Background: an optimization exercise with open tools, aiming at small area. Do not read the settings as production practice.
Only simulation tests tie the RTL to the original design; equivalence was not proved.
Power figures rest on the tool's default switching activity, not on a simulated workload.

**config.mk**
```make
export PLATFORM = sky130hd
export DESIGN_NAME = outCPLD
export DESIGN_NICKNAME = outCPLD
export VERILOG_FILES = /design/flow/design.v
export SDC_FILE = /design/flow/constraint.sdc
export NUM_CORES = 4
export LEC_CHECK = 0
export CAP_MARGIN = 20
export CORE_MARGIN = 2
export CORE_UTILIZATION = 60
export GPL_TIMING_DRIVEN = 0
export SLEW_MARGIN = 20
```
**constraint.sdc**
```tcl
create_clock -name core_clock -period 5.0 [get_ports {pclk_50M}]
set_input_delay 1.0000 -clock core_clock [delete_from_list [all_inputs] [get_ports {pclk_50M}]]
set_output_delay 1.0000 -clock core_clock [all_outputs]
set_load 0.01 [all_outputs]
```
**design.v**
```verilog
module outCPLD (
    input              pclk_50M,
    input        [1:8] outP,
    input       [1:28] out,
    output logic [1:8] eoutP,
    output logic [1:28] eout
);
  localparam logic [22:0] DONE  = 23'h14dd03;
  localparam logic [22:0] DMASK = 23'h3ffff9;
  logic [22:0] cnt1;
  logic [22:0] cnt2;
  logic [22:0] cnt3;
  logic [22:0] cnt4;
  logic [22:0] cnt5;
  logic [22:0] cnt6;
  logic [22:0] cnt7;
  logic [22:0] cnt8;
  always_ff @(posedge pclk_50M) begin
    cnt1 <= outP[1] ? {~cnt1[21:0], ~(cnt1[20] ^ cnt1[22])} : '1;
    cnt2 <= outP[2] ? {~cnt2[21:0], ~(cnt2[20] ^ cnt2[22])} : '1;
    cnt3 <= outP[3] ? {~cnt3[21:0], ~(cnt3[20] ^ cnt3[22])} : '1;
    cnt4 <= outP[4] ? {~cnt4[21:0], ~(cnt4[20] ^ cnt4[22])} : '1;
    cnt5 <= outP[5] ? {~cnt5[21:0], ~(cnt5[20] ^ cnt5[22])} : '1;
    cnt6 <= outP[6] ? {~cnt6[21:0], ~(cnt6[20] ^ cnt6[22])} : '1;
    cnt7 <= outP[7] ? {~cnt7[21:0], ~(cnt7[20] ^ cnt7[22])} : '1;
    cnt8 <= outP[8] ? {~cnt8[21:0], ~(cnt8[20] ^ cnt8[22])} : '1;
    eoutP[1] <= outP[1] & (eoutP[1] | ((cnt1 & DMASK) == (DONE & DMASK)));
    eoutP[2] <= outP[2] & (eoutP[2] | ((cnt2 & DMASK) == (DONE & DMASK)));
    eoutP[3] <= outP[3] & (eoutP[3] | ((cnt3 & DMASK) == (DONE & DMASK)));
    eoutP[4] <= outP[4] & (eoutP[4] | ((cnt4 & DMASK) == (DONE & DMASK)));
    eoutP[5] <= outP[5] & (eoutP[5] | ((cnt5 & DMASK) == (DONE & DMASK)));
    eoutP[6] <= outP[6] & (eoutP[6] | ((cnt6 & DMASK) == (DONE & DMASK)));
    eoutP[7] <= outP[7] & (eoutP[7] | ((cnt7 & DMASK) == (DONE & DMASK)));
    eoutP[8] <= outP[8] & (eoutP[8] | ((cnt8 & DMASK) == (DONE & DMASK)));
  end
  wire m_1_2 = ~outP[1];
  wire w_1_2 = m_1_2 & outP[2] & out[1];
  wire m_1_3 = m_1_2 & ~w_1_2;
  wire w_1_3 = m_1_3 & outP[3] & out[2];
  wire m_1_4 = m_1_3 & ~w_1_3;
  wire w_1_4 = m_1_4 & outP[4] & out[4];
  wire m_1_5 = m_1_4 & ~w_1_4;
  wire w_1_5 = m_1_5 & outP[5] & out[7];
  wire m_1_6 = m_1_5 & ~w_1_5;
  wire w_1_6 = m_1_6 & outP[6] & out[11];
  wire m_1_7 = m_1_6 & ~w_1_6;
  wire w_1_7 = m_1_7 & outP[7] & out[16];
  wire m_1_8 = m_1_7 & ~w_1_7;
  wire w_1_8 = m_1_8 & outP[8] & out[22];
  wire m_2_1 = ~outP[2];
  wire w_2_1 = m_2_1 & outP[1] & out[1];
  wire m_2_3 = m_2_1 & ~w_2_1;
  wire w_2_3 = m_2_3 & outP[3] & out[3];
  wire m_2_4 = m_2_3 & ~w_2_3;
  wire w_2_4 = m_2_4 & outP[4] & out[5];
  wire m_2_5 = m_2_4 & ~w_2_4;
  wire w_2_5 = m_2_5 & outP[5] & out[8];
  wire m_2_6 = m_2_5 & ~w_2_5;
  wire w_2_6 = m_2_6 & outP[6] & out[12];
  wire m_2_7 = m_2_6 & ~w_2_6;
  wire w_2_7 = m_2_7 & outP[7] & out[17];
  wire m_2_8 = m_2_7 & ~w_2_7;
  wire w_2_8 = m_2_8 & outP[8] & out[23];
  wire m_3_1 = ~outP[3];
  wire w_3_1 = m_3_1 & outP[1] & out[2];
  wire m_3_2 = m_3_1 & ~w_3_1;
  wire w_3_2 = m_3_2 & outP[2] & out[3];
  wire m_3_4 = m_3_2 & ~w_3_2;
  wire w_3_4 = m_3_4 & outP[4] & out[6];
  wire m_3_5 = m_3_4 & ~w_3_4;
  wire w_3_5 = m_3_5 & outP[5] & out[9];
  wire m_3_6 = m_3_5 & ~w_3_5;
  wire w_3_6 = m_3_6 & outP[6] & out[13];
  wire m_3_7 = m_3_6 & ~w_3_6;
  wire w_3_7 = m_3_7 & outP[7] & out[18];
  wire m_3_8 = m_3_7 & ~w_3_7;
  wire w_3_8 = m_3_8 & outP[8] & out[24];
  wire m_4_1 = ~outP[4];
  wire w_4_1 = m_4_1 & outP[1] & out[4];
  wire m_4_2 = m_4_1 & ~w_4_1;
  wire w_4_2 = m_4_2 & outP[2] & out[5];
  wire m_4_3 = m_4_2 & ~w_4_2;
  wire w_4_3 = m_4_3 & outP[3] & out[6];
  wire m_4_5 = m_4_3 & ~w_4_3;
  wire w_4_5 = m_4_5 & outP[5] & out[10];
  wire m_4_6 = m_4_5 & ~w_4_5;
  wire w_4_6 = m_4_6 & outP[6] & out[14];
  wire m_4_7 = m_4_6 & ~w_4_6;
  wire w_4_7 = m_4_7 & outP[7] & out[19];
  wire m_4_8 = m_4_7 & ~w_4_7;
  wire w_4_8 = m_4_8 & outP[8] & out[25];
  wire m_5_1 = ~outP[5];
  wire w_5_1 = m_5_1 & outP[1] & out[7];
  wire m_5_2 = m_5_1 & ~w_5_1;
  wire w_5_2 = m_5_2 & outP[2] & out[8];
  wire m_5_3 = m_5_2 & ~w_5_2;
  wire w_5_3 = m_5_3 & outP[3] & out[9];
  wire m_5_4 = m_5_3 & ~w_5_3;
  wire w_5_4 = m_5_4 & outP[4] & out[10];
  wire m_5_6 = m_5_4 & ~w_5_4;
  wire w_5_6 = m_5_6 & outP[6] & out[15];
  wire m_5_7 = m_5_6 & ~w_5_6;
  wire w_5_7 = m_5_7 & outP[7] & out[20];
  wire m_5_8 = m_5_7 & ~w_5_7;
  wire w_5_8 = m_5_8 & outP[8] & out[26];
  wire m_6_1 = ~outP[6];
  wire w_6_1 = m_6_1 & outP[1] & out[11];
  wire m_6_2 = m_6_1 & ~w_6_1;
  wire w_6_2 = m_6_2 & outP[2] & out[12];
  wire m_6_3 = m_6_2 & ~w_6_2;
  wire w_6_3 = m_6_3 & outP[3] & out[13];
  wire m_6_4 = m_6_3 & ~w_6_3;
  wire w_6_4 = m_6_4 & outP[4] & out[14];
  wire m_6_5 = m_6_4 & ~w_6_4;
  wire w_6_5 = m_6_5 & outP[5] & out[15];
  wire m_6_7 = m_6_5 & ~w_6_5;
  wire w_6_7 = m_6_7 & outP[7] & out[21];
  wire m_6_8 = m_6_7 & ~w_6_7;
  wire w_6_8 = m_6_8 & outP[8] & out[27];
  wire m_7_1 = ~outP[7];
  wire w_7_1 = m_7_1 & outP[1] & out[16];
  wire m_7_2 = m_7_1 & ~w_7_1;
  wire w_7_2 = m_7_2 & outP[2] & out[17];
  wire m_7_3 = m_7_2 & ~w_7_2;
  wire w_7_3 = m_7_3 & outP[3] & out[18];
  wire m_7_4 = m_7_3 & ~w_7_3;
  wire w_7_4 = m_7_4 & outP[4] & out[19];
  wire m_7_5 = m_7_4 & ~w_7_4;
  wire w_7_5 = m_7_5 & outP[5] & out[20];
  wire m_7_6 = m_7_5 & ~w_7_5;
  wire w_7_6 = m_7_6 & outP[6] & out[21];
  wire m_7_8 = m_7_6 & ~w_7_6;
  wire w_7_8 = m_7_8 & outP[8] & out[28];
  wire m_8_1 = ~outP[8];
  wire w_8_1 = m_8_1 & outP[1] & out[22];
  wire m_8_2 = m_8_1 & ~w_8_1;
  wire w_8_2 = m_8_2 & outP[2] & out[23];
  wire m_8_3 = m_8_2 & ~w_8_2;
  wire w_8_3 = m_8_3 & outP[3] & out[24];
  wire m_8_4 = m_8_3 & ~w_8_3;
  wire w_8_4 = m_8_4 & outP[4] & out[25];
  wire m_8_5 = m_8_4 & ~w_8_4;
  wire w_8_5 = m_8_5 & outP[5] & out[26];
  wire m_8_6 = m_8_5 & ~w_8_5;
  wire w_8_6 = m_8_6 & outP[6] & out[27];
  wire m_8_7 = m_8_6 & ~w_8_6;
  wire w_8_7 = m_8_7 & outP[7] & out[28];
  always_ff @(posedge pclk_50M) begin
    eout[1] <= w_1_2 | w_2_1;
    eout[2] <= w_1_3 | w_3_1;
    eout[3] <= w_2_3 | w_3_2;
    eout[4] <= w_1_4 | w_4_1;
    eout[5] <= w_2_4 | w_4_2;
    eout[6] <= w_3_4 | w_4_3;
    eout[7] <= w_1_5 | w_5_1;
    eout[8] <= w_2_5 | w_5_2;
    eout[9] <= w_3_5 | w_5_3;
    eout[10] <= w_4_5 | w_5_4;
    eout[11] <= w_1_6 | w_6_1;
    eout[12] <= w_2_6 | w_6_2;
    eout[13] <= w_3_6 | w_6_3;
    eout[14] <= w_4_6 | w_6_4;
    eout[15] <= w_5_6 | w_6_5;
    eout[16] <= w_1_7 | w_7_1;
    eout[17] <= w_2_7 | w_7_2;
    eout[18] <= w_3_7 | w_7_3;
    eout[19] <= w_4_7 | w_7_4;
    eout[20] <= w_5_7 | w_7_5;
    eout[21] <= w_6_7 | w_7_6;
    eout[22] <= w_1_8 | w_8_1;
    eout[23] <= w_2_8 | w_8_2;
    eout[24] <= w_3_8 | w_8_3;
    eout[25] <= w_4_8 | w_8_4;
    eout[26] <= w_5_8 | w_8_5;
    eout[27] <= w_6_8 | w_8_6;
    eout[28] <= w_7_8 | w_8_7;
  end
endmodule
```
**flow/run.sh**
```bash
#!/bin/bash
# Own layout flow: the standard ORFS flow (standard.sh) with these changes.
#  1. Synthesis: the standard synthesis runs first (standard_synth.log). Then
#     the RTL is synthesized again for area (flow/ownsynth.ys.in, ownsynth.log),
#     and flow/rename_ff.py gives its flip-flops the standard synthesis's
#     instance names (matched by register, i.e. Q net), checking that the
#     flip-flop sets match. If any of that fails, the standard netlist's
#     combinational gates are re-mapped instead (flow/resyn.ys.in, resyn.log).
#     The result replaces 1_2_yosys.v; the standard one is kept beside it.
#  2. Port buffers inserted at global placement are sky130_fd_sc_hd__buf_1.
#  3. Clock tree synthesis uses no dummy loads.
set -euo pipefail
here=$(pwd)
res=$here/orfs/results/$FLOW_PLATFORM/outCPLD/base
lib=$FLOW_HOME/platforms/$FLOW_PLATFORM/lib/sky130_fd_sc_hd__tt_025C_1v80.lib
abc='+\&get,-n;\&st;\&dch,-f;\&nf,-R,1000;\&put;\&get,-n;\&st;\&dch,-f;\&nf,-R,1000;\&put'

export BUFFER_PORTS_ARGS="-buffer_cell sky130_fd_sc_hd__buf_1"
export CTS_ARGS="-sink_clustering_enable -repair_clock_nets -sink_clustering_size 20 -sink_clustering_max_diameter 60 -buf_list {sky130_fd_sc_hd__clkbuf_2 sky130_fd_sc_hd__clkbuf_4 sky130_fd_sc_hd__clkbuf_8} -dont_use_dummy_load"

bash standard.sh synth > standard_synth.log 2>&1

# the dont-use list the standard synthesis gave ABC
dontuse=$(grep -o -- '-dont_use [^ ]*' $here/orfs/logs/$FLOW_PLATFORM/outCPLD/base/1_2_yosys.log | sort -u | tr '\n' ' ')
cp $res/1_2_yosys.v $res/1_2_yosys_standard.v

subst() {
  sed -e "s|@LIB@|$lib|g" -e "s|@DESIGN@|$FLOW_DESIGN|g" -e "s|@TOP@|$FLOW_TOP|g" \
      -e "s|@DONTUSE@|$dontuse|g" -e "s|@ABC@|$abc|g" -e "s|@OUTDIR@|$res|g" \
      -e "s|@IN@|$res/1_2_yosys_standard.v|g" -e "s|@OUT@|$2|g" "$1"
}

ok=0
subst flow/ownsynth.ys.in $res/1_2_yosys_own.v > ownsynth.ys
if yosys -s ownsynth.ys > ownsynth.log 2>&1 &&
   python3 flow/rename_ff.py $res/1_2_yosys_standard.v $res/1_2_yosys_own.v $res/1_2_yosys_own_renamed.v > rename_ff.log 2>&1; then
  cp $res/1_2_yosys_own_renamed.v $res/1_2_yosys.v
  ok=1
fi
if [[ $ok != 1 ]]; then
  subst flow/resyn.ys.in $res/1_2_yosys.v > resyn.ys
  yosys -s resyn.ys > resyn.log 2>&1
fi
rm -f $res/1_synth.odb $res/1_synth.sdc

bash standard.sh finish > standard_finish.log 2>&1
```
**flow/ownsynth.ys.in**
```
read_verilog -sv @DESIGN@
hierarchy -check -top @TOP@
synth -flatten -top @TOP@ -nofsm -noshare
rename -hide w:*$func$*
dfflibmap -liberty @LIB@ @DONTUSE@
opt
setundef -zero
abc -liberty @LIB@ @DONTUSE@ -script "@ABC@"
splitnets
opt_clean -purge
hilomap -singleton -hicell sky130_fd_sc_hd__conb_1 HI -locell sky130_fd_sc_hd__conb_1 LO
insbuf -buf sky130_fd_sc_hd__buf_1 A X
tee -o @OUTDIR@/ownsynth_stat.txt stat -liberty @LIB@
write_verilog -noattr -noexpr -nohex -nodec @OUT@
design -reset
read_liberty -lib -ignore_miss_func @LIB@
read_verilog @OUT@
hierarchy -top @TOP@
tee -o @OUTDIR@/ownsynth_check.txt check -assert -mapped
```
**flow/rename_ff.py**
```python
#!/usr/bin/env python3
"""rename_ff.py STANDARD.v OWN.v OUT.v

Gives each flip-flop in OWN.v the instance name that the flip-flop driving the
same Q net has in STANDARD.v. Fails (exit 1) unless both netlists have the
same number of flip-flops, on the same Q nets, with the same cell types."""
import re
import sys

FF = re.compile(r"(sky130_fd_sc_hd__(?:dfxtp|dfxbp|dfrtp|dfstp|edfxtp|sdfxtp)_\d+)\s+(\\\S+\s|[A-Za-z_]\w*)\s*\((.*?)\);", re.S)
Q = re.compile(r"\.Q\(\s*(\\\S+\s|[^\s()]+)\s*\)")


def flops(text):
    out = {}
    for m in FF.finditer(text):
        q = Q.search(m.group(3))
        if not q:
            sys.exit(f"no Q pin on {m.group(2)}")
        net = q.group(1).strip().lstrip("\\")
        if net in out:
            sys.exit(f"two flip-flops drive {net}")
        out[net] = (m.group(1), m.group(2).strip(), m)
    return out


std_text = open(sys.argv[1]).read()
own_text = open(sys.argv[2]).read()
std = flops(std_text)
own = flops(own_text)
if set(std) != set(own):
    sys.exit(f"flip-flop Q nets differ: {sorted(set(std) ^ set(own))[:10]}")
for net, (cell, _, _) in own.items():
    if std[net][0] != cell:
        sys.exit(f"cell type differs on {net}: {cell} vs {std[net][0]}")
names = [v[1] for v in std.values()]
if len(set(names)) != len(names):
    sys.exit("duplicate flip-flop names in the standard netlist")

pieces = []
pos = 0
for m in sorted((v[2] for v in own.values()), key=lambda m: m.start()):
    net = Q.search(m.group(3)).group(1).strip().lstrip("\\")
    name = std[net][1]
    if name.startswith("\\"):
        name += " "
    pieces.append(own_text[pos:m.start(2)])
    pieces.append(name)
    pos = m.end(2)
pieces.append(own_text[pos:])
new = "".join(pieces)
# every instance name must be unique
inst = re.findall(r"^\s*sky130_fd_sc_hd__\w+\s+(\\\S+|[A-Za-z_]\w*)\s*\(", new, re.M)
if len(set(inst)) != len(inst):
    sys.exit("instance names are not unique after renaming")
open(sys.argv[3], "w").write(new)
print(f"renamed {len(own)} flip-flops")
```
**flow/resyn.ys.in**
```
# Re-map the combinational logic of the standard synthesis netlist for area.
# The flip-flops are kept as they are (same cells, instance names and nets);
# only the gates between them are re-mapped by ABC with another script.
read_liberty -ignore_miss_func @LIB@
read_verilog @IN@
hierarchy -top @TOP@
setattr -mod -set keep_hierarchy 1 sky130_fd_sc_hd__dfxtp_1
flatten
delete t:$scopeinfo
rename -hide w:*.*
opt_clean
abc -liberty @LIB@ @DONTUSE@ -script "@ABC@"
splitnets
opt_clean -purge
hilomap -singleton -hicell sky130_fd_sc_hd__conb_1 HI -locell sky130_fd_sc_hd__conb_1 LO
insbuf -buf sky130_fd_sc_hd__buf_1 A X
tee -o @OUTDIR@/resyn_stat.txt stat -liberty @LIB@
select @TOP@
write_verilog -noattr -noexpr -nohex -nodec -selected @OUT@
design -reset
read_liberty -lib -ignore_miss_func @LIB@
read_verilog @OUT@
hierarchy -top @TOP@
tee -o @OUTDIR@/resyn_check.txt check -assert -mapped
```
**standard.sh**
```bash
#!/bin/bash
# synth_recipe.tcl (not shown) runs the flow's synth.tcl, then flattens the netlist and writes it again
# the make line also repeats each setting of config.mk as NAME=value (left out here)
make -C /OpenROAD-flow-scripts/flow DESIGN_CONFIG=/design/flow/config.mk WORK_HOME=/design/flow/orfs CLKGATE_MAP_FILE= SYNTH_SCRIPT=/design/flow/synth_recipe.tcl "${@:-finish}"
```
==> impl_metrics.prom, run 1 <==
# TYPE chip_impl_metric gauge
chip_impl_info{name="reg2reg_to",value="eoutP[6]"} 1
chip_impl_metric{name="setup-violations-final",unit=""} 0
chip_impl_metric{name="clock_tree.htree_level_count",unit=""} 1
chip_impl_metric{name="post_drt_via_cell_ratio",unit=""} 5.18
chip_impl_metric{name="die_width",unit="µm"} 105
chip_impl_metric{name="timing.critical_path.required",unit="ps"} 5400
chip_impl_metric{name="insertedDiodeCount",unit=""} 0
chip_impl_metric{name="post_cts_buffers",unit=""} 0
chip_impl_metric{name="critPathMaxFanout",unit=""} 33
chip_impl_metric{name="numPlacedInstances",unit=""} 801
chip_impl_info{name="tritoncts_clock_tree",value="done"} 1
chip_impl_metric{name="totalWireLength",unit="mm"} 11.0
chip_impl_metric{name="final_max_slew_violation_count",unit=""} 0
chip_impl_metric{name="max_cap_violations",unit=""} 0
chip_impl_metric{name="hold_vio_cnt_final",unit=""} 0
chip_impl_metric{name="total_switching_power",unit="µW"} 642
chip_impl_info{name="critPathKind",value="in -> reg"} 1
chip_impl_metric{name="vias",unit=""} 4219
chip_impl_metric{name="syn_area",unit="µm²"} 6130
chip_impl_metric{name="grt_max_degree",unit=""} 39
chip_impl_info{name="critical_path.reg2reg.startpoint",value="cnt6[9]"} 1
chip_impl_info{name="hp-class",value="reg -> reg"} 1
chip_impl_metric{name="fin_cells",unit=""} 815
chip_impl_metric{name="cell_internal_pwr",unit="µW"} 2190
chip_impl_metric{name="min_period_over_period",unit="%"} 54.0
chip_impl_metric{name="grt_antenna_before_repair",unit=""} 0
chip_impl_info{name="run_status",value="finished clean"} 1
chip_impl_metric{name="postCtsResizedCells",unit=""} 0
chip_impl_metric{name="drc_violation_count_after_routing",unit=""} 0
chip_impl_metric{name="switching_share",unit="%"} 22.7
chip_impl_info{name="clock_tree.root_cell",value="clkbuf_8"} 1
chip_impl_metric{name="ff2ff_path_depth",unit=""} 4
chip_impl_info{name="most_common_library_cell_in_the_layout_ignoring_fill_and_taps",value="nand2_1"} 1
chip_impl_info{name="critPathLaunchType",value="input port"} 1
chip_impl_metric{name="die_h",unit="µm"} 105
chip_impl_metric{name="power.share.clock",unit="%"} 25.9
chip_impl_metric{name="grt_overflow",unit=""} 0
chip_impl_metric{name="reg2reg_slack",unit="ps"} 3750
chip_impl_metric{name="max-slew-margin-rel",unit="%"} 54.8
chip_impl_metric{name="ctsLongestPathBuffers",unit=""} 3
chip_impl_metric{name="io-pin-count",unit=""} 73
chip_impl_metric{name="worst_setup_margin",unit="ps"} 2300
chip_impl_metric{name="syn-instance-count",unit=""} 596
chip_impl_metric{name="comb_power_share",unit="%"} 5.7
chip_impl_metric{name="syn-mean-instance-area",unit="µm²"} 10.3
chip_impl_info{name="hold_path.startpoint",value="cnt8[2]"} 1
chip_impl_metric{name="worst-slew-pin-transition",unit="ps"} 673
chip_impl_metric{name="period_needed",unit="ps"} 2700
chip_impl_metric{name="drt-pass1-iter-count",unit=""} 5
chip_impl_metric{name="routed_wire_length_per_instance",unit="µm"} 13.5
chip_impl_metric{name="die-area",unit="µm²"} 11000
chip_impl_metric{name="achievable-frequency",unit="MHz"} 371
chip_impl_metric{name="cts.clk_slew.worst_paths",unit="ps"} 110
chip_impl_metric{name="place_hpwl",unit="mm"} 7.81
chip_impl_metric{name="cp_data_arrival_time",unit="ps"} 3100
chip_impl_metric{name="max-vdd-ir-drop",unit="mV"} 0.303
chip_impl_metric{name="fp.coreArea",unit="µm²"} 9860
chip_impl_metric{name="power_frac_seq",unit="%"} 68.4
chip_impl_metric{name="dpl-instance-area",unit="µm²"} 6580
chip_impl_metric{name="drt_first_iter_violations",unit=""} 185
chip_impl_metric{name="rows",unit=""} 36
chip_impl_metric{name="first_global_vias",unit=""} 4047
chip_impl_metric{name="first_pass_grt_wire_length",unit="mm"} 18.8
chip_impl_metric{name="tritoncts.num_buffers",unit=""} 14
chip_impl_metric{name="gp_routability_congestion",unit=""} 0.739
chip_impl_metric{name="grt_use_total",unit="%"} 20.8
chip_impl_metric{name="clock_insertion_delay_worst_skew",unit="ps"} 480
chip_impl_metric{name="finalInstanceArea",unit="µm²"} 6770
chip_impl_metric{name="layout-drive-gt1-share",unit="%"} 3.23
chip_impl_info{name="rsz0062_at_grt",value="false"} 1
chip_impl_metric{name="syn_nets",unit=""} 633
chip_impl_metric{name="fin_worst_skew",unit="ps"} 30.8
chip_impl_metric{name="hold_depth",unit=""} 1
chip_impl_metric{name="flow.area_growth_from_synthesis",unit="%"} 10.4
chip_impl_metric{name="ys.warnings.count",unit=""} 1
chip_impl_metric{name="preCtsSetupSlack",unit="ps"} 1840
chip_impl_info{name="worstHoldEndpoint",value="cnt8[3]"} 1
chip_impl_metric{name="layout.nets",unit=""} 721
chip_impl_metric{name="floorplan.initialDensity",unit="%"} 62.1
chip_impl_metric{name="fin_total_pwr",unit="µW"} 2830
chip_impl_metric{name="hold_buf_cts",unit=""} 0
chip_impl_metric{name="drt.antenna.violating_nets",unit=""} 0
chip_impl_metric{name="power.leakage",unit="µW"} 0.00288
chip_impl_info{name="worst_setup_path_end_kind",value="register"} 1
chip_impl_info{name="final_cell_mix",value="nand2_1 (225), dfxtp_1 (220), buf_1 (64)"} 1
chip_impl_metric{name="final.setup.tns",unit="ps"} 0
chip_impl_metric{name="io_buffer_count",unit=""} 72
chip_impl_metric{name="clock_net_sink_count",unit=""} 220
chip_impl_metric{name="power_density",unit="nW/µm²"} 418
per-stage QoR:
stage | util, % | hold WS, ps
finish | 68.6 | 373
global route | 68.6 | 379
CTS | 68.6 | 378
detailed placement | 66.7 | 349
global placement | 66.6 | 344
floorplan | - | 343
worst max-delay path by stage:
stage	start	to	slack, ps	depth (start not counted)
detailed placement	outP[1]	eout[28]	1840	12
global placement	outP[4]	eout[25]	1140	11
global route	outP[7]	eout[28]	2060	12
floorplan	out[16]	eout[28]	2700	11
CTS	outP[1]	eout[28]	2320	12
finish	outP[7]	eout[28]	2300	12
power groups by stage:
stage | Sequential [µW] | Clock (µW) | Combinational [µW]
floorplan | 1970 | 0 | 78.0
global placement | 1970 | 0 | 157
detailed placement | 1980 | 0 | 163
CTS | 1940 | 755 | 165
global route | 1950 | 816 | 188
finish | 1940 | 732 | 161
final cells by class:
class / instances / area, µm²
Fill cell: 805 / 3100
Clock buffer: 14 / 193
Multi-Input combinational cell: 376 / 1730
Tap cell: 133 / 166
Sequential cell: 220 / 4400
Timing Repair Buffer: 72 / 280
registers in the layout, summed over array words and instances (netlist names):
name and cells:
cnt4 23, cnt2 23, cnt8 23, eoutP 8
cnt7 23, cnt5 23, cnt1 23, cnt3 23
cnt6 23, eout 28
critical path, cell delays in order:
cell,delay [ps]
buf_2,280
a21oi_1,320
nand3_1,140
and2_0,230
nand3_1,110
nand2_1,90
a21oi_1,200
nand3_1,130
and2_0,250
nand3_1,120
nand4_1,120
nand2_1,110
routing by layer:
| layer | share of wire [%] | up-vias | track usage, % | routed length (µm) |
|---|---|---|---|---|
| met5 | 0 | - | 0 | 0 |
| met4 | 1.6 | 0 | 4.76 | 175 |
| met3 | 4.4 | 14 | 3.81 | 491 |
| met2 | 47 | 71 | 33.9 | 5170 |
| met1 | 47 | 1972 | 28.9 | 5210 |
| li1 | - | 2162 | - | - |
==> inputs of run 2 (changes only) <==
--- a/flow/run.sh
+++ b/flow/run.sh
@@ -17,5 +17,5 @@
 
 export BUFFER_PORTS_ARGS="-buffer_cell sky130_fd_sc_hd__buf_1"
-export CTS_ARGS="-sink_clustering_enable -repair_clock_nets -sink_clustering_size 20 -sink_clustering_max_diameter 60 -buf_list {sky130_fd_sc_hd__clkbuf_2 sky130_fd_sc_hd__clkbuf_4 sky130_fd_sc_hd__clkbuf_8} -dont_use_dummy_load"
+export CTS_ARGS="-sink_clustering_enable -repair_clock_nets -sink_clustering_size 22 -sink_clustering_max_diameter 50 -buf_list {sky130_fd_sc_hd__clkbuf_2 sky130_fd_sc_hd__clkbuf_4 sky130_fd_sc_hd__clkbuf_8} -dont_use_dummy_load"
 
 bash standard.sh synth > standard_synth.log 2>&1
==> run 2 against run 1 <==
Net effect: still clean on timing, DRC and antenna; clock power is 2% higher; maximum frequency down 0.60%; area after synthesis is the same; non-clock buffer count is the same; cell count is 0.12% higher; synthesized cell count stayed put; first-iteration DRC count shrank 18%; combinational power about the same; sequential power about the same; global-route usage about the same; largest power group unchanged.
==> impl_metrics.prom, run 2 <==
# TYPE chip_impl_metric gauge
chip_impl_info{name="run_status",value="finished clean"} 1
chip_impl_metric{name="post_drt_via_cell_ratio",unit=""} 5.19
chip_impl_info{name="worst_setup_path_end_kind",value="register"} 1
chip_impl_metric{name="power_frac_seq",unit="%"} 68.0
chip_impl_metric{name="drt-pass1-iter-count",unit=""} 5
chip_impl_metric{name="power.leakage",unit="µW"} 0.00289
chip_impl_metric{name="clock_insertion_delay_worst_skew",unit="ps"} 480
chip_impl_metric{name="critical_path_buf_inv_count",unit=""} 1
chip_impl_info{name="tritoncts_clock_tree",value="done"} 1
chip_impl_metric{name="tritoncts.num_buffers",unit=""} 15
chip_impl_metric{name="die_h",unit="µm"} 105
chip_impl_info{name="crit_path_start",value="outP[7]"} 1
chip_impl_metric{name="setup-violations-final",unit=""} 0
chip_impl_metric{name="syn_nets",unit=""} 633
chip_impl_info{name="hp-class",value="reg -> reg"} 1
chip_impl_metric{name="first_global_vias",unit=""} 4062
chip_impl_metric{name="insertedDiodeCount",unit=""} 0
chip_impl_metric{name="routed_wire_length_per_instance",unit="µm"} 13.6
chip_impl_metric{name="final_max_slew_violation_count",unit=""} 0
chip_impl_info{name="clock_tree.root_cell",value="clkbuf_8"} 1
chip_impl_metric{name="die_width",unit="µm"} 105
chip_impl_metric{name="min_period_over_period",unit="%"} 54.3
chip_impl_metric{name="clock_tree.htree_level_count",unit=""} 1
chip_impl_metric{name="layout.nets",unit=""} 722
chip_impl_metric{name="vias",unit=""} 4235
chip_impl_metric{name="dpl-instance-area",unit="µm²"} 6580
chip_impl_metric{name="drt.antenna.violating_nets",unit=""} 0
chip_impl_metric{name="syn-instance-count",unit=""} 596
chip_impl_info{name="most_common_library_cell_in_the_layout_ignoring_fill_and_taps",value="nand2_1"} 1
chip_impl_metric{name="power.share.clock",unit="%"} 26.3
chip_impl_metric{name="grt_antenna_before_repair",unit=""} 0
chip_impl_metric{name="ctsLongestPathBuffers",unit=""} 3
chip_impl_metric{name="fp.coreArea",unit="µm²"} 9860
chip_impl_info{name="crit_path_cell_trace",value="buf_2 -> a21oi_1 -> nand3_1 -> and2_0 -> nand3_1 -> nand2_1 -> a21oi_1 -> nand3_1 -> and2_0 -> nand3_1 -> nand4_1 -> nand2_1"} 1
chip_impl_metric{name="critPathMaxFanout",unit=""} 33
chip_impl_info{name="max_flop_register",value="eout"} 1
chip_impl_metric{name="final.setup.tns",unit="ps"} 0
chip_impl_metric{name="whs",unit="ps"} 357
chip_impl_metric{name="switching_share",unit="%"} 22.6
chip_impl_metric{name="drt_first_iter_violations",unit=""} 151
chip_impl_metric{name="die-area",unit="µm²"} 11000
chip_impl_metric{name="period_needed",unit="ps"} 2720
chip_impl_info{name="critical_path.reg2reg.startpoint",value="cnt6[9]"} 1
chip_impl_metric{name="comb_power_share",unit="%"} 5.7
chip_impl_metric{name="hold_vio_cnt_final",unit=""} 0
chip_impl_info{name="hold_path.startpoint",value="cnt7[1]"} 1
chip_impl_metric{name="grt_max_degree",unit=""} 39
chip_impl_metric{name="io-pin-count",unit=""} 73
chip_impl_metric{name="max-vdd-ir-drop",unit="mV"} 0.255
chip_impl_info{name="critPathLaunchType",value="input port"} 1
chip_impl_metric{name="fin_total_pwr",unit="µW"} 2850
chip_impl_metric{name="hold_buf_cts",unit=""} 0
chip_impl_info{name="rsz0062_at_grt",value="false"} 1
chip_impl_metric{name="syn-mean-instance-area",unit="µm²"} 10.3
chip_impl_metric{name="clock_net_sink_count",unit=""} 220
chip_impl_metric{name="finalInstanceArea",unit="µm²"} 6780
chip_impl_metric{name="syn_area",unit="µm²"} 6130
chip_impl_metric{name="flow.area_growth_from_synthesis",unit="%"} 10.7
chip_impl_metric{name="number_of_filler_instances_in_the_final_layout",unit=""} 797
chip_impl_metric{name="post_cts_buffers",unit=""} 0
chip_impl_metric{name="power_density",unit="nW/µm²"} 420
chip_impl_metric{name="fin_worst_skew",unit="ps"} 29.6
chip_impl_metric{name="drc_violation_count_after_routing",unit=""} 0
chip_impl_metric{name="utilization",unit="%"} 68.8
chip_impl_metric{name="grt_use_total",unit="%"} 20.8
chip_impl_info{name="critPathKind",value="in -> reg"} 1
chip_impl_info{name="cpLargestDelayFamily",value="simple AND/OR/NAND/NOR gates"} 1
chip_impl_info{name="final_cell_mix",value="nand2_1 (225), dfxtp_1 (220), buf_1 (64)"} 1
chip_impl_metric{name="achievable-frequency",unit="MHz"} 368
chip_impl_metric{name="rows",unit=""} 36
chip_impl_metric{name="max-slew-margin-rel",unit="%"} 53.8
chip_impl_metric{name="grt_overflow",unit=""} 0
chip_impl_metric{name="worst-slew-pin-transition",unit="ps"} 692
chip_impl_metric{name="first_pass_grt_wire_length",unit="mm"} 18.9
chip_impl_metric{name="place_hpwl",unit="mm"} 7.81
chip_impl_metric{name="ys.warnings.count",unit=""} 1
chip_impl_metric{name="cell_internal_pwr",unit="µW"} 2200
chip_impl_metric{name="cts.clk_slew.worst_paths",unit="ps"} 120
chip_impl_metric{name="timing.critical_path.required",unit="ps"} 5410
chip_impl_info{name="timing.critical_path.mode_cell",value="nand3_1"} 1
chip_impl_metric{name="gp_routability_congestion",unit=""} 0.739
chip_impl_info{name="crit_slowest_cell",value="a21oi_1"} 1
chip_impl_metric{name="layout-drive-gt1-share",unit="%"} 3.37
chip_impl_metric{name="cp_data_arrival_time",unit="ps"} 3130
chip_impl_metric{name="total_switching_power",unit="µW"} 643
chip_impl_metric{name="max_cap_violations",unit=""} 0
chip_impl_metric{name="floorplan.initialDensity",unit="%"} 62.1
chip_impl_metric{name="timing.critical_path.slowest_cell_delay",unit="ps"} 320
chip_impl_metric{name="largest_register_ffs",unit=""} 28
chip_impl_metric{name="postCtsResizedCells",unit=""} 0
chip_impl_metric{name="totalWireLength",unit="mm"} 11.1
chip_impl_metric{name="io_buffer_count",unit=""} 72
## run 2: changes by cell type in the layout (fill, tap and decap cells not counted)
cell	previous run	this run
clkbuf_8	14	15
## run 2: per-stage QoR
| step | std cells | setup slack, ps |
|---|---|---|
| global placement | 801 | 1140 |
| floorplan | 596 | 2700 |
| CTS | 816 | 2330 |
| finish | 816 | 2280 |
| detailed placement | 801 | 1840 |
| global route | 816 | 2080 |
## run 2: power by group through the flow
stage | Sequential, µW | Combinational (µW) | Clock, µW
floorplan | 1970 | 78.0 | 0
global route | 1950 | 188 | 837
global placement | 1970 | 157 | 0
finish | 1940 | 162 | 750
CTS | 1940 | 165 | 773
detailed placement | 1980 | 163 | 0
## run 2: routing by layer
| metal | part of all wire, % | GRT usage (%) | wire length (µm) | vias up |
|---|---|---|---|---|
| met5 | 0 | 0 | 0 | - |
| met4 | 1.7 | 4.86 | 187 | 0 |
| met3 | 4.5 | 3.81 | 502 | 14 |
| met2 | 46 | 34.3 | 5170 | 77 |
| met1 | 47 | 28.6 | 5270 | 1982 |
| li1 | - | - | - | 2162 |
## run 2: cell type report
class                           instances  area, µm²  area share (%)
Timing Repair Buffer                   72        280            4.13
Sequential cell                       220       4400            64.9
Clock buffer                           15        206            3.04
Tap cell                              133        166            2.45
Multi-Input combinational cell        376       1730            25.4
## run 2: worst paths after layout
path / endpoint / slack [ps] / cells after the start
worst min register to register: cnt7[2] / 360 / 1
worst min-delay path: cnt7[2] / 360 / 1
worst max register to register: eoutP[6] / 3750 / 4
worst max-delay path: eout[28] / 2280 / 12
==> inputs of run 3 (changes only) <==
--- a/flow/run.sh
+++ b/flow/run.sh
@@ -17,5 +17,5 @@
 
 export BUFFER_PORTS_ARGS="-buffer_cell sky130_fd_sc_hd__buf_1"
-export CTS_ARGS="-sink_clustering_enable -repair_clock_nets -sink_clustering_size 22 -sink_clustering_max_diameter 50 -buf_list {sky130_fd_sc_hd__clkbuf_2 sky130_fd_sc_hd__clkbuf_4 sky130_fd_sc_hd__clkbuf_8} -dont_use_dummy_load"
+export CTS_ARGS="-sink_clustering_enable -repair_clock_nets -sink_clustering_size 20 -sink_clustering_max_diameter 60 -buf_list {sky130_fd_sc_hd__clkbuf_8} -root_buf sky130_fd_sc_hd__clkbuf_4 -tree_buf sky130_fd_sc_hd__clkbuf_4 -dont_use_dummy_load"
 
 bash standard.sh synth > standard_synth.log 2>&1
==> run 3 against run 2 <==
Net effect: clock skew increased by 9.5 ps; first-iteration DRC count up 9.9%; flip-flop and latch count is the same; clock power decreased by 6.7%; routed wire length shrank 0.80%; non-clock buffer count unchanged; global-route usage is 0.075 points lower; cell count decreased by 0.12%; maximum frequency rose by 3.4%; largest power group unchanged; combinational power hardly changed; highest routed layer unchanged; final area down 0.48%; die area stayed put; largest cell class unchanged.
==> impl_metrics.prom, run 3 <==
# TYPE chip_impl_metric gauge
chip_impl_info{name="run_status",value="finished clean"} 1
chip_impl_metric{name="rows",unit=""} 36
chip_impl_metric{name="place_hpwl",unit="mm"} 7.81
chip_impl_metric{name="clock_net_sink_count",unit=""} 220
chip_impl_metric{name="cp_data_arrival_time",unit="ps"} 3100
chip_impl_metric{name="syn-mean-instance-area",unit="µm²"} 10.3
chip_impl_metric{name="power_density",unit="nW/µm²"} 414
chip_impl_metric{name="flow.area_growth_from_synthesis",unit="%"} 10.1
chip_impl_metric{name="ff2ff_path_depth",unit=""} 4
chip_impl_metric{name="max_cap_violations",unit=""} 0
chip_impl_info{name="tritoncts_clock_tree",value="done"} 1
chip_impl_metric{name="post_cts_buffers",unit=""} 0
chip_impl_metric{name="grt_use_total",unit="%"} 20.7
chip_impl_metric{name="timing.critical_path.required",unit="ps"} 5470
chip_impl_metric{name="drt-pass1-iter-count",unit=""} 4
chip_impl_info{name="critPathKind",value="in -> reg"} 1
chip_impl_metric{name="syn_area",unit="µm²"} 6130
chip_impl_metric{name="floorplan.initialDensity",unit="%"} 62.1
chip_impl_info{name="rsz0062_at_grt",value="false"} 1
chip_impl_metric{name="drc_violation_count_after_routing",unit=""} 0
chip_impl_metric{name="clock_tree.htree_level_count",unit=""} 1
chip_impl_metric{name="fp.coreArea",unit="µm²"} 9860
chip_impl_metric{name="ctsLongestPathBuffers",unit=""} 3
chip_impl_metric{name="grt_antenna_before_repair",unit=""} 0
chip_impl_metric{name="achievable-frequency",unit="MHz"} 381
chip_impl_metric{name="drt.antenna.violating_nets",unit=""} 0
chip_impl_metric{name="first_global_vias",unit=""} 4051
chip_impl_metric{name="die_width",unit="µm"} 105
chip_impl_info{name="worst_setup_path_end_kind",value="register"} 1
chip_impl_metric{name="switching_share",unit="%"} 22.8
chip_impl_metric{name="cts.clk_slew.worst_paths",unit="ps"} 110
chip_impl_metric{name="power.share.clock",unit="%"} 25.0
chip_impl_metric{name="postCtsResizedCells",unit=""} 0
chip_impl_info{name="worstHoldEndpoint",value="cnt7[20]"} 1
chip_impl_metric{name="post_drt_via_cell_ratio",unit=""} 5.18
chip_impl_metric{name="number_of_filler_instances_in_the_final_layout",unit=""} 809
chip_impl_info{name="hold_path.startpoint",value="cnt7[19]"} 1
chip_impl_metric{name="die-area",unit="µm²"} 11000
chip_impl_metric{name="period_needed",unit="ps"} 2630
chip_impl_metric{name="insertedDiodeCount",unit=""} 0
chip_impl_metric{name="final.setup.tns",unit="ps"} 0
chip_impl_metric{name="fin_total_pwr",unit="µW"} 2800
chip_impl_metric{name="layout.nets",unit=""} 721
chip_impl_metric{name="hold_buf_cts",unit=""} 0
chip_impl_metric{name="syn_nets",unit=""} 633
chip_impl_info{name="critical_path.reg2reg.startpoint",value="cnt6[9]"} 1
chip_impl_metric{name="io-pin-count",unit=""} 73
chip_impl_info{name="most_common_library_cell_in_the_layout_ignoring_fill_and_taps",value="nand2_1"} 1
chip_impl_info{name="critPathLaunchType",value="input port"} 1
chip_impl_metric{name="tritoncts.num_buffers",unit=""} 14
chip_impl_info{name="reg2reg_to",value="eoutP[6]"} 1
chip_impl_metric{name="comb_power_share",unit="%"} 5.8
chip_impl_metric{name="hold_depth",unit=""} 1
chip_impl_metric{name="vias",unit=""} 4224
chip_impl_info{name="hp-class",value="reg -> reg"} 1
chip_impl_metric{name="largest_register_ffs",unit=""} 28
chip_impl_metric{name="total_switching_power",unit="µW"} 637
chip_impl_metric{name="drt_first_iter_violations",unit=""} 166
chip_impl_metric{name="syn-instance-count",unit=""} 596
chip_impl_metric{name="min_period_over_period",unit="%"} 52.5
chip_impl_metric{name="die_h",unit="µm"} 105
chip_impl_info{name="max_flop_register",value="eout"} 1
chip_impl_metric{name="grt_overflow",unit=""} 0
chip_impl_metric{name="max-slew-margin-rel",unit="%"} 53.3
chip_impl_metric{name="totalWireLength",unit="mm"} 11.0
chip_impl_metric{name="fin_worst_skew",unit="ps"} 39.1
chip_impl_metric{name="setup-violations-final",unit=""} 0
chip_impl_metric{name="cell_internal_pwr",unit="µW"} 2160
chip_impl_metric{name="hold_vio_cnt_final",unit=""} 0
chip_impl_metric{name="gp_routability_congestion",unit=""} 0.739
chip_impl_info{name="final_cell_mix",value="nand2_1 (225), dfxtp_1 (220), buf_1 (64)"} 1
chip_impl_metric{name="max-vdd-ir-drop",unit="mV"} 0.302
chip_impl_metric{name="power.leakage",unit="µW"} 0.00287
chip_impl_metric{name="grt_max_degree",unit=""} 39
chip_impl_metric{name="ys.warnings.count",unit=""} 1
chip_impl_metric{name="layout-drive-gt1-share",unit="%"} 3.23
chip_impl_metric{name="routed_wire_length_per_instance",unit="µm"} 13.5
chip_impl_metric{name="final_max_slew_violation_count",unit=""} 0
chip_impl_metric{name="power_frac_seq",unit="%"} 69.2
chip_impl_metric{name="io_buffer_count",unit=""} 72
chip_impl_metric{name="first_pass_grt_wire_length",unit="mm"} 18.8
chip_impl_metric{name="reg2reg_slack",unit="ps"} 3760
chip_impl_metric{name="critPathMaxFanout",unit=""} 33
chip_impl_info{name="clock_tree.root_cell",value="clkbuf_4"} 1
chip_impl_metric{name="clock_insertion_delay_worst_skew",unit="ps"} 560
chip_impl_metric{name="worst-slew-pin-transition",unit="ps"} 694
==> run 3: critical path: stages <==
cell and delay [ps]:
buf_2 280, a21oi_1 320, nand3_1 140, and2_0 230, nand3_1 110, nand2_1 90
a21oi_1 200, nand3_1 130, and2_0 250, nand3_1 120, nand4_1 120, nand2_1 110
==> run 3: area by class of cell <==
class / instances / area, µm² / share of cell area [%]
sequential: 220 / 4400 / 65.2
multi-input combinational: 376 / 1730 / 25.6
timing repair buffer: 72 / 280 / 4.15
clock buffer: 14 / 174 / 2.58
tap: 133 / 166 / 2.47
==> run 3: power groups by stage <==
stage	combinational, µW	clock [µW]	sequential [µW]
6_report	161	700	1940
5_1_grt	188	784	1950
4_1_cts	165	724	1940
3_5_place_dp	163	0	1980
3_3_place_gp	157	0	1970
2_1_floorplan	78.0	0	1970
==> run 3: metrics by stage <==
stage	instance area, µm²	util, %	std cells	hold WS (ps)	worst slack (ps)
2_1_floorplan	6130	-	596	343	2700
3_3_place_gp	6570	66.6	801	344	1140
3_5_place_dp	6580	66.7	801	349	1840
4_1_cts	6750	68.4	815	368	2400
5_1_grt	6750	68.4	815	379	2140
6_report	6750	68.4	815	368	2370
==> run 3: how the worst max path moves through the flow <==
stage,startpoint,to,depth (start not counted)
after floorplan,out[16],eout[28],11
after global placement,outP[4],eout[25],11
after detailed placement,outP[1],eout[28],12
after CTS,outP[1],eout[28],12
after global routing,outP[7],eout[28],12
final,outP[1],eout[28],12
==> run 3: routing by layer <==
layer  share of wire [%]  global-route usage (%)
met1                  48                    28.9
met2                  47                    33.9
met3                 4.1                    3.87
met4                 1.8                    4.48
met5                   0                       0
==> inputs of run 4 (changes only) <==
--- a/flow/run.sh
+++ b/flow/run.sh
@@ -17,5 +17,5 @@
 
 export BUFFER_PORTS_ARGS="-buffer_cell sky130_fd_sc_hd__buf_1"
-export CTS_ARGS="-sink_clustering_enable -repair_clock_nets -sink_clustering_size 20 -sink_clustering_max_diameter 60 -buf_list {sky130_fd_sc_hd__clkbuf_8} -root_buf sky130_fd_sc_hd__clkbuf_4 -tree_buf sky130_fd_sc_hd__clkbuf_4 -dont_use_dummy_load"
+export CTS_ARGS="-sink_clustering_enable -repair_clock_nets -sink_clustering_size 21 -sink_clustering_max_diameter 80 -buf_list {sky130_fd_sc_hd__clkbuf_8} -root_buf sky130_fd_sc_hd__clkbuf_2 -tree_buf sky130_fd_sc_hd__clkbuf_2 -dont_use_dummy_load"
 
 bash standard.sh synth > standard_synth.log 2>&1
==> run 4 against run 3 <==
Net effect: still clean; maximum frequency grew 2.3%; final area shrank 0.11%; cell count is the same; sequential share of layout area rose by 0.073 points; critical path type unchanged; critical endpoint unchanged; largest cell class unchanged; highest routed layer unchanged.
==> impl_metrics.prom, run 4 <==
# TYPE chip_impl_metric gauge
chip_impl_info{name="run_status",value="finished clean"} 1
chip_impl_metric{name="max_cap_violations",unit=""} 0
chip_impl_info{name="crit_path_cell_trace",value="buf_2 -> a21oi_1 -> nand3_1 -> and2_0 -> nand3_1 -> nand2_1 -> a21oi_1 -> nand3_1 -> and2_0 -> nand3_1 -> nand4_1 -> nand2_1"} 1
chip_impl_metric{name="final.setup.tns",unit="ps"} 0
chip_impl_metric{name="clock_tree.htree_level_count",unit=""} 1
chip_impl_metric{name="drt-pass1-iter-count",unit=""} 4
chip_impl_metric{name="hold_depth",unit=""} 1
chip_impl_metric{name="routed_wire_length_per_instance",unit="µm"} 13.5
chip_impl_metric{name="cts.clk_slew.worst_paths",unit="ps"} 110
chip_impl_metric{name="drc_violation_count_after_routing",unit=""} 0
chip_impl_metric{name="ff2ff_path_depth",unit=""} 4
chip_impl_metric{name="fp.coreArea",unit="µm²"} 9860
chip_impl_metric{name="max-vdd-ir-drop",unit="mV"} 0.284
chip_impl_metric{name="power_density",unit="nW/µm²"} 411
chip_impl_metric{name="timing.critical_path.slowest_cell_delay",unit="ps"} 310
chip_impl_metric{name="global_route_met2_utilization",unit="%"} 34.2
chip_impl_metric{name="final_max_slew_violation_count",unit=""} 0
chip_impl_metric{name="rows",unit=""} 36
chip_impl_metric{name="drt.antenna.violating_nets",unit=""} 0
chip_impl_metric{name="fin_worst_skew",unit="ps"} 51.8
chip_impl_metric{name="whs",unit="ps"} 336
chip_impl_metric{name="multi_input_comb_area",unit="µm²"} 1730
chip_impl_metric{name="first_global_vias",unit=""} 4051
chip_impl_metric{name="power_frac_seq",unit="%"} 69.8
chip_impl_metric{name="max-slew-margin-rel",unit="%"} 54.4
chip_impl_info{name="timing.critical_path.mode_cell",value="nand3_1"} 1
chip_impl_info{name="rsz0062_at_grt",value="false"} 1
chip_impl_metric{name="first_pass_grt_wire_length",unit="mm"} 18.7
chip_impl_info{name="critPathKind",value="in -> reg"} 1
chip_impl_metric{name="timing.critical_path.required",unit="ps"} 5510
chip_impl_metric{name="period_needed",unit="ps"} 2570
chip_impl_metric{name="achievable-frequency",unit="MHz"} 389
chip_impl_metric{name="postCtsResizedCells",unit=""} 0
chip_impl_metric{name="io_buffer_count",unit=""} 72
chip_impl_metric{name="grt_max_degree",unit=""} 39
chip_impl_metric{name="grt_overflow",unit=""} 0
chip_impl_metric{name="numPlacedInstances",unit=""} 801
chip_impl_info{name="hold_path.startpoint",value="cnt1[19]"} 1
chip_impl_metric{name="switching_share",unit="%"} 22.7
chip_impl_info{name="max_flop_register",value="eout"} 1
chip_impl_metric{name="syn-instance-count",unit=""} 596
chip_impl_metric{name="totalWireLength",unit="mm"} 11.0
chip_impl_metric{name="place_hpwl",unit="mm"} 7.81
chip_impl_info{name="clock_tree.root_cell",value="clkbuf_2"} 1
chip_impl_metric{name="insertedDiodeCount",unit=""} 0
chip_impl_metric{name="reg2reg_slack",unit="ps"} 3770
chip_impl_metric{name="total_switching_power",unit="µW"} 629
chip_impl_metric{name="gr-usage-met3",unit="%"} 3.99
chip_impl_metric{name="number_of_filler_instances_in_the_final_layout",unit=""} 809
chip_impl_metric{name="cell_internal_pwr",unit="µW"} 2150
chip_impl_metric{name="io-pin-count",unit=""} 73
chip_impl_metric{name="post_drt_via_cell_ratio",unit=""} 5.19
chip_impl_metric{name="die_h",unit="µm"} 105
chip_impl_metric{name="fin_cells",unit=""} 815
chip_impl_info{name="reg2reg_to",value="eoutP[6]"} 1
chip_impl_info{name="final_cell_mix",value="nand2_1 (225), dfxtp_1 (220), buf_1 (64)"} 1
chip_impl_metric{name="fin_total_pwr",unit="µW"} 2770
chip_impl_metric{name="grt_use_met1",unit="%"} 28.0
chip_impl_metric{name="worst_setup_margin",unit="ps"} 2430
chip_impl_info{name="most_common_library_cell_in_the_layout_ignoring_fill_and_taps",value="nand2_1"} 1
chip_impl_metric{name="hold_vio_cnt_final",unit=""} 0
chip_impl_metric{name="syn_area",unit="µm²"} 6130
chip_impl_metric{name="layout.nets",unit=""} 721
chip_impl_metric{name="die_width",unit="µm"} 105
chip_impl_metric{name="tritoncts.num_buffers",unit=""} 14
chip_impl_info{name="hp-class",value="reg -> reg"} 1
chip_impl_metric{name="grt_use_total",unit="%"} 20.6
chip_impl_info{name="critPathLaunchType",value="input port"} 1
chip_impl_info{name="tritoncts_clock_tree",value="done"} 1
chip_impl_metric{name="vias",unit=""} 4232
chip_impl_metric{name="critPathMaxFanout",unit=""} 33
chip_impl_metric{name="floorplan.initialDensity",unit="%"} 62.1
chip_impl_metric{name="preCtsSetupSlack",unit="ps"} 1840
chip_impl_metric{name="power.share.clock",unit="%"} 24.4
chip_impl_metric{name="power.leakage",unit="µW"} 0.00287
chip_impl_metric{name="ff_latch_area",unit="µm²"} 4400
chip_impl_info{name="cpLargestDelayFamily",value="simple AND/OR/NAND/NOR gates"} 1
chip_impl_metric{name="worst-slew-pin-transition",unit="ps"} 678
chip_impl_info{name="globalRoute.busiestLayer",value="met2"} 1
chip_impl_metric{name="clock_insertion_delay_worst_skew",unit="ps"} 620
chip_impl_info{name="worst_setup_path_end_kind",value="register"} 1
chip_impl_metric{name="layout-drive-gt1-share",unit="%"} 3.23
chip_impl_metric{name="grt_antenna_before_repair",unit=""} 0
chip_impl_metric{name="largest_register_ffs",unit=""} 28
chip_impl_metric{name="min_period_over_period",unit="%"} 51.4
chip_impl_metric{name="die-area",unit="µm²"} 11000
chip_impl_metric{name="flow.area_growth_from_synthesis",unit="%"} 10.0
chip_impl_metric{name="clock_net_sink_count",unit=""} 220
chip_impl_metric{name="hold_buf_cts",unit=""} 0
chip_impl_metric{name="post_cts_buffers",unit=""} 0
chip_impl_metric{name="ys.warnings.count",unit=""} 1
chip_impl_metric{name="syn_nets",unit=""} 633
chip_impl_metric{name="cp_data_arrival_time",unit="ps"} 3080
chip_impl_metric{name="critical_path_buf_inv_count",unit=""} 1
chip_impl_info{name="critical_path.reg2reg.startpoint",value="cnt6[9]"} 1
chip_impl_metric{name="ctsLongestPathBuffers",unit=""} 3
chip_impl_metric{name="drt_first_iter_violations",unit=""} 156
chip_impl_info{name="worstHoldEndpoint",value="cnt1[20]"} 1
chip_impl_metric{name="syn-mean-instance-area",unit="µm²"} 10.3
chip_impl_metric{name="setup-violations-final",unit=""} 0
chip_impl_metric{name="gp_routability_congestion",unit=""} 0.739
chip_impl_metric{name="comb_power_share",unit="%"} 5.8
chip_impl_info{name="crit_slowest_cell",value="a21oi_1"} 1
-- run 4: final cells by class --
cell class	count	area share (%)
Multi-Input combinational cell	376	25.6
Timing Repair Buffer	72	4.16
Sequential cell	220	65.3
Tap cell	133	2.47
Clock buffer	14	2.47
-- run 4: power by group through the flow --
stage	Clock, µW	Sequential, µW	Combinational [µW]
floorplan	0	1970	78.0
global placement	0	1970	157
detailed placement	0	1980	163
CTS	704	1940	164
global route	760	1950	187
finish	677	1940	161
-- run 4: worst register-to-register path: stages (launching register included) --
cell and delay [ps]:
dfxtp_1 330, nor4_1 360, nand2_1 90, nor4_1 270
o21a_1 140
-- run 4: routing by layer --
metal | up-vias | part of all wire, %
met5 | - | 0
met1 | 1980 | 47
li1 | 2162 | -
met4 | 0 | 1.8
met3 | 16 | 4.3
met2 | 74 | 47
-- run 4: through the flow --
stage / utilization, % / instance area, µm²
2_1_floorplan: - / 6130
3_3_place_gp: 66.6 / 6570
3_5_place_dp: 66.7 / 6580
4_1_cts: 68.4 / 6740
5_1_grt: 68.4 / 6740
6_report: 68.4 / 6740
-- run 4: worst max path at each step --
stage,cells past startpoint,slack (ps),startpoint,end
6_report,12,2430,outP[7],eout[28]
5_1_grt,12,2220,outP[7],eout[28]
4_1_cts,12,2470,outP[1],eout[28]
3_5_place_dp,12,1840,outP[1],eout[28]
3_3_place_gp,11,1140,outP[4],eout[25]
2_1_floorplan,11,2700,out[16],eout[28]
==> inputs of run 5 (changes only) <==
--- a/flow/run.sh
+++ b/flow/run.sh
@@ -17,5 +17,5 @@
 
 export BUFFER_PORTS_ARGS="-buffer_cell sky130_fd_sc_hd__buf_1"
-export CTS_ARGS="-sink_clustering_enable -repair_clock_nets -sink_clustering_size 21 -sink_clustering_max_diameter 80 -buf_list {sky130_fd_sc_hd__clkbuf_8} -root_buf sky130_fd_sc_hd__clkbuf_2 -tree_buf sky130_fd_sc_hd__clkbuf_2 -dont_use_dummy_load"
+export CTS_ARGS="-sink_clustering_enable -repair_clock_nets -sink_clustering_size 20 -sink_clustering_max_diameter 60 -buf_list {sky130_fd_sc_hd__clkbuf_8} -root_buf sky130_fd_sc_hd__clkbuf_2 -tree_buf sky130_fd_sc_hd__clkbuf_2 -dont_use_dummy_load"
 
 bash standard.sh synth > standard_synth.log 2>&1
==> run 5 against run 4 <==
Net effect: clock skew up 13 ps; maximum frequency down 0.12%; sequential power about the same; non-clock buffer count unchanged; setup slack worse by 3.0 ps; die area unchanged; clock-buffer cell count unchanged; worst hold slack better by 6.5 ps; largest cell class unchanged; global-route usage up 0.096 points.
==> impl_metrics.prom, run 5 <==
# TYPE chip_impl_metric gauge
chip_impl_metric{name="fp.coreArea",unit="µm²"} 9860
chip_impl_metric{name="grt_max_degree",unit=""} 39
chip_impl_info{name="timing.critical_path.mode_cell",value="nand3_1"} 1
chip_impl_metric{name="hold_vio_cnt_final",unit=""} 0
chip_impl_info{name="worst_setup_path_end_kind",value="register"} 1
chip_impl_metric{name="numPlacedInstances",unit=""} 801
chip_impl_metric{name="post_drt_via_cell_ratio",unit=""} 5.17
chip_impl_metric{name="cp_data_arrival_time",unit="ps"} 3100
chip_impl_metric{name="floorplan.initialDensity",unit="%"} 62.1
chip_impl_metric{name="worst-slew-pin-transition",unit="ps"} 694
chip_impl_metric{name="place_hpwl",unit="mm"} 7.81
chip_impl_metric{name="cell_internal_pwr",unit="µW"} 2140
chip_impl_metric{name="fin_worst_skew",unit="ps"} 65.2
chip_impl_metric{name="power.leakage",unit="µW"} 0.00287
chip_impl_metric{name="setup-violations-final",unit=""} 0
chip_impl_metric{name="grt_use_total",unit="%"} 20.7
chip_impl_metric{name="dpl-instance-area",unit="µm²"} 6580
chip_impl_metric{name="grt_antenna_before_repair",unit=""} 0
chip_impl_info{name="most_common_library_cell_in_the_layout_ignoring_fill_and_taps",value="nand2_1"} 1
chip_impl_metric{name="clock_tree.htree_level_count",unit=""} 1
chip_impl_metric{name="comb_power_share",unit="%"} 5.8
chip_impl_metric{name="first_pass_grt_wire_length",unit="mm"} 18.8
chip_impl_metric{name="switching_share",unit="%"} 23.0
chip_impl_info{name="critical_path.reg2reg.startpoint",value="cnt6[9]"} 1
chip_impl_metric{name="power_frac_seq",unit="%"} 69.5
chip_impl_metric{name="die_h",unit="µm"} 105
chip_impl_metric{name="tritoncts.num_buffers",unit=""} 14
chip_impl_metric{name="number_of_filler_instances_in_the_final_layout",unit=""} 810
chip_impl_info{name="rsz0062_at_grt",value="false"} 1
chip_impl_metric{name="drt-pass1-iter-count",unit=""} 4
chip_impl_metric{name="critical_path_buf_inv_count",unit=""} 1
chip_impl_metric{name="total_switching_power",unit="µW"} 640
chip_impl_metric{name="timing.critical_path.slowest_cell_delay",unit="ps"} 320
chip_impl_metric{name="hold_buf_cts",unit=""} 0
chip_impl_metric{name="syn_nets",unit=""} 633
chip_impl_metric{name="syn-instance-count",unit=""} 596
chip_impl_metric{name="period_needed",unit="ps"} 2570
chip_impl_metric{name="max-vdd-ir-drop",unit="mV"} 0.301
chip_impl_metric{name="max-slew-margin-rel",unit="%"} 53.3
chip_impl_metric{name="power_density",unit="nW/µm²"} 413
chip_impl_metric{name="fin_total_pwr",unit="µW"} 2790
chip_impl_info{name="tritoncts_clock_tree",value="done"} 1
chip_impl_metric{name="min_period_over_period",unit="%"} 51.4
chip_impl_metric{name="drt_first_iter_violations",unit=""} 172
chip_impl_metric{name="vias",unit=""} 4212
chip_impl_info{name="clock_tree.root_cell",value="clkbuf_2"} 1
chip_impl_metric{name="final.setup.tns",unit="ps"} 0
chip_impl_info{name="hp-class",value="reg -> reg"} 1
chip_impl_info{name="cpLargestDelayFamily",value="simple AND/OR/NAND/NOR gates"} 1
chip_impl_metric{name="power.share.clock",unit="%"} 24.7
chip_impl_metric{name="clock_insertion_delay_worst_skew",unit="ps"} 640
chip_impl_metric{name="layout.nets",unit=""} 721
chip_impl_metric{name="ys.warnings.count",unit=""} 1
chip_impl_metric{name="gp_routability_congestion",unit=""} 0.739
chip_impl_metric{name="hold_depth",unit=""} 1
chip_impl_metric{name="timing.critical_path.required",unit="ps"} 5530
chip_impl_metric{name="flow.area_growth_from_synthesis",unit="%"} 10.0
chip_impl_metric{name="clock_net_sink_count",unit=""} 220
chip_impl_metric{name="final_max_slew_violation_count",unit=""} 0
chip_impl_metric{name="utilization",unit="%"} 68.4
chip_impl_metric{name="rows",unit=""} 36
chip_impl_info{name="run_status",value="finished clean"} 1
chip_impl_info{name="crit_path_cell_trace",value="buf_2 -> a21oi_1 -> nand3_1 -> and2_0 -> nand3_1 -> nand2_1 -> a21oi_1 -> nand3_1 -> and2_0 -> nand3_1 -> nand4_1 -> nand2_1"} 1
chip_impl_metric{name="ctsLongestPathBuffers",unit=""} 3
chip_impl_info{name="final_cell_mix",value="nand2_1 (225), dfxtp_1 (220), buf_1 (64)"} 1
chip_impl_metric{name="achievable-frequency",unit="MHz"} 389
chip_impl_metric{name="postCtsResizedCells",unit=""} 0
chip_impl_metric{name="insertedDiodeCount",unit=""} 0
chip_impl_metric{name="drt.antenna.violating_nets",unit=""} 0
chip_impl_info{name="hold_path.startpoint",value="cnt7[19]"} 1
chip_impl_info{name="critPathKind",value="in -> reg"} 1
chip_impl_metric{name="ff2ff_path_depth",unit=""} 4
chip_impl_info{name="reg2reg_to",value="eoutP[6]"} 1
chip_impl_info{name="critPathLaunchType",value="input port"} 1
chip_impl_metric{name="grt_overflow",unit=""} 0
chip_impl_metric{name="layout-drive-gt1-share",unit="%"} 3.23
chip_impl_metric{name="die-area",unit="µm²"} 11000
chip_impl_metric{name="max_cap_violations",unit=""} 0
chip_impl_metric{name="finalInstanceArea",unit="µm²"} 6740
chip_impl_metric{name="syn_area",unit="µm²"} 6130
chip_impl_metric{name="critPathMaxFanout",unit=""} 33
chip_impl_metric{name="routed_wire_length_per_instance",unit="µm"} 13.6
chip_impl_metric{name="drc_violation_count_after_routing",unit=""} 0
chip_impl_metric{name="largest_register_ffs",unit=""} 28
chip_impl_info{name="max_flop_register",value="eout"} 1
chip_impl_metric{name="die_width",unit="µm"} 105
chip_impl_metric{name="syn-mean-instance-area",unit="µm²"} 10.3
chip_impl_metric{name="cts.clk_slew.worst_paths",unit="ps"} 110
chip_impl_info{name="crit_slowest_cell",value="a21oi_1"} 1
chip_impl_metric{name="fin_cells",unit=""} 815
chip_impl_metric{name="io_buffer_count",unit=""} 72
chip_impl_metric{name="cp.depth",unit=""} 12
chip_impl_info{name="worstHoldEndpoint",value="cnt7[20]"} 1
chip_impl_metric{name="totalWireLength",unit="mm"} 11.1
chip_impl_metric{name="post_cts_buffers",unit=""} 0
chip_impl_metric{name="reg2reg_slack",unit="ps"} 3750
chip_impl_metric{name="io-pin-count",unit=""} 73
chip_impl_metric{name="first_global_vias",unit=""} 4048
run 5: worst max-delay path by stage:
stage / from / endpoint / slack (ps)
after detailed placement: outP[1] / eout[28] / 1840
after global routing: outP[7] / eout[28] / 2210
after CTS: outP[1] / eout[28] / 2470
final: outP[1] / eout[28] / 2430
after global placement: outP[4] / eout[25] / 1140
after floorplan: out[16] / eout[28] / 2700
run 5: area by class of cell:
| cell class | instances | area [µm²] | share of cell area (%) |
|---|---|---|---|
| Tap cell | 133 | 166 | 2.47 |
| Timing Repair Buffer | 72 | 280 | 4.16 |
| Sequential cell | 220 | 4400 | 65.3 |
| Multi-Input combinational cell | 376 | 1730 | 25.6 |
| Clock buffer | 14 | 166 | 2.47 |
run 5: stage by stage:
| step | setup WS [ps] | hold slack [ps] |
|---|---|---|
| 6_report | 2430 | 343 |
| 5_1_grt | 2210 | 354 |
| 4_1_cts | 2470 | 344 |
| 3_5_place_dp | 1840 | 349 |
| 3_3_place_gp | 1140 | 344 |
| 2_1_floorplan | 2700 | 343 |
run 5: routing by layer:
layer	global-route usage (%)	part of all wire, %	up-vias
li1	-	-	2160
met4	4.48	1.7	0
met2	33.9	47	68
met5	0	0	-
met3	3.87	4.0	16
met1	28.9	48	1968
run 5: power by group through the flow:
| stage | sequential [µW] | combinational, µW | clock (µW) |
|---|---|---|---|
| global placement | 1970 | 157 | 0 |
| detailed placement | 1980 | 163 | 0 |
| global route | 1950 | 188 | 768 |
| floorplan | 1970 | 78.0 | 0 |
| finish | 1940 | 161 | 687 |
| CTS | 1940 | 165 | 710 |

==> separate check: timing with driven ports <==
In the flow no input, the clock included, has a driving cell. The finished layouts below were timed again as built, in two steps.
Step 1 (the two cells are an assumption about what drives the block):
set clk [get_ports {pclk_50M}]
set_driving_cell -lib_cell sky130_fd_sc_hd__clkbuf_16 $clk
set_driving_cell -lib_cell sky130_fd_sc_hd__buf_2 [delete_from_list [all_inputs] $clk]
Step 2 also shifts input and output timing later by t, the mid clock arrival at the registers, as if the neighbouring blocks saw the same clock.
Three values: ideal, step 1, step 2; two values: the first two.
run	t, ns	slack for setup (ns)	hold slack, ns	slew at the worst register clock pin (ns)
run 1	0.502	2.301 / 2.316 / 1.815	0.373 / 0.373 / 0.373	0.11 / 0.11
run 2	0.499	2.285 / 2.300 / 1.801	0.357 / 0.357 / 0.357	0.12 / 0.12
run 3	0.570	2.373 / 2.386 / 1.816	0.368 / 0.368 / 0.368	0.11 / 0.11
run 4	0.627	2.432 / 2.446 / 1.819	0.336 / 0.336 / 0.336	0.12 / 0.12
run 5	0.644	2.429 / 2.442 / 1.798	0.343 / 0.343 / 0.343	0.11 / 0.11
After both steps setup and hold are still met in every run listed. For run 5, which loses most, drivers alone change the setup slack by +0.013 ns; drivers and shift together by -0.631 ns.
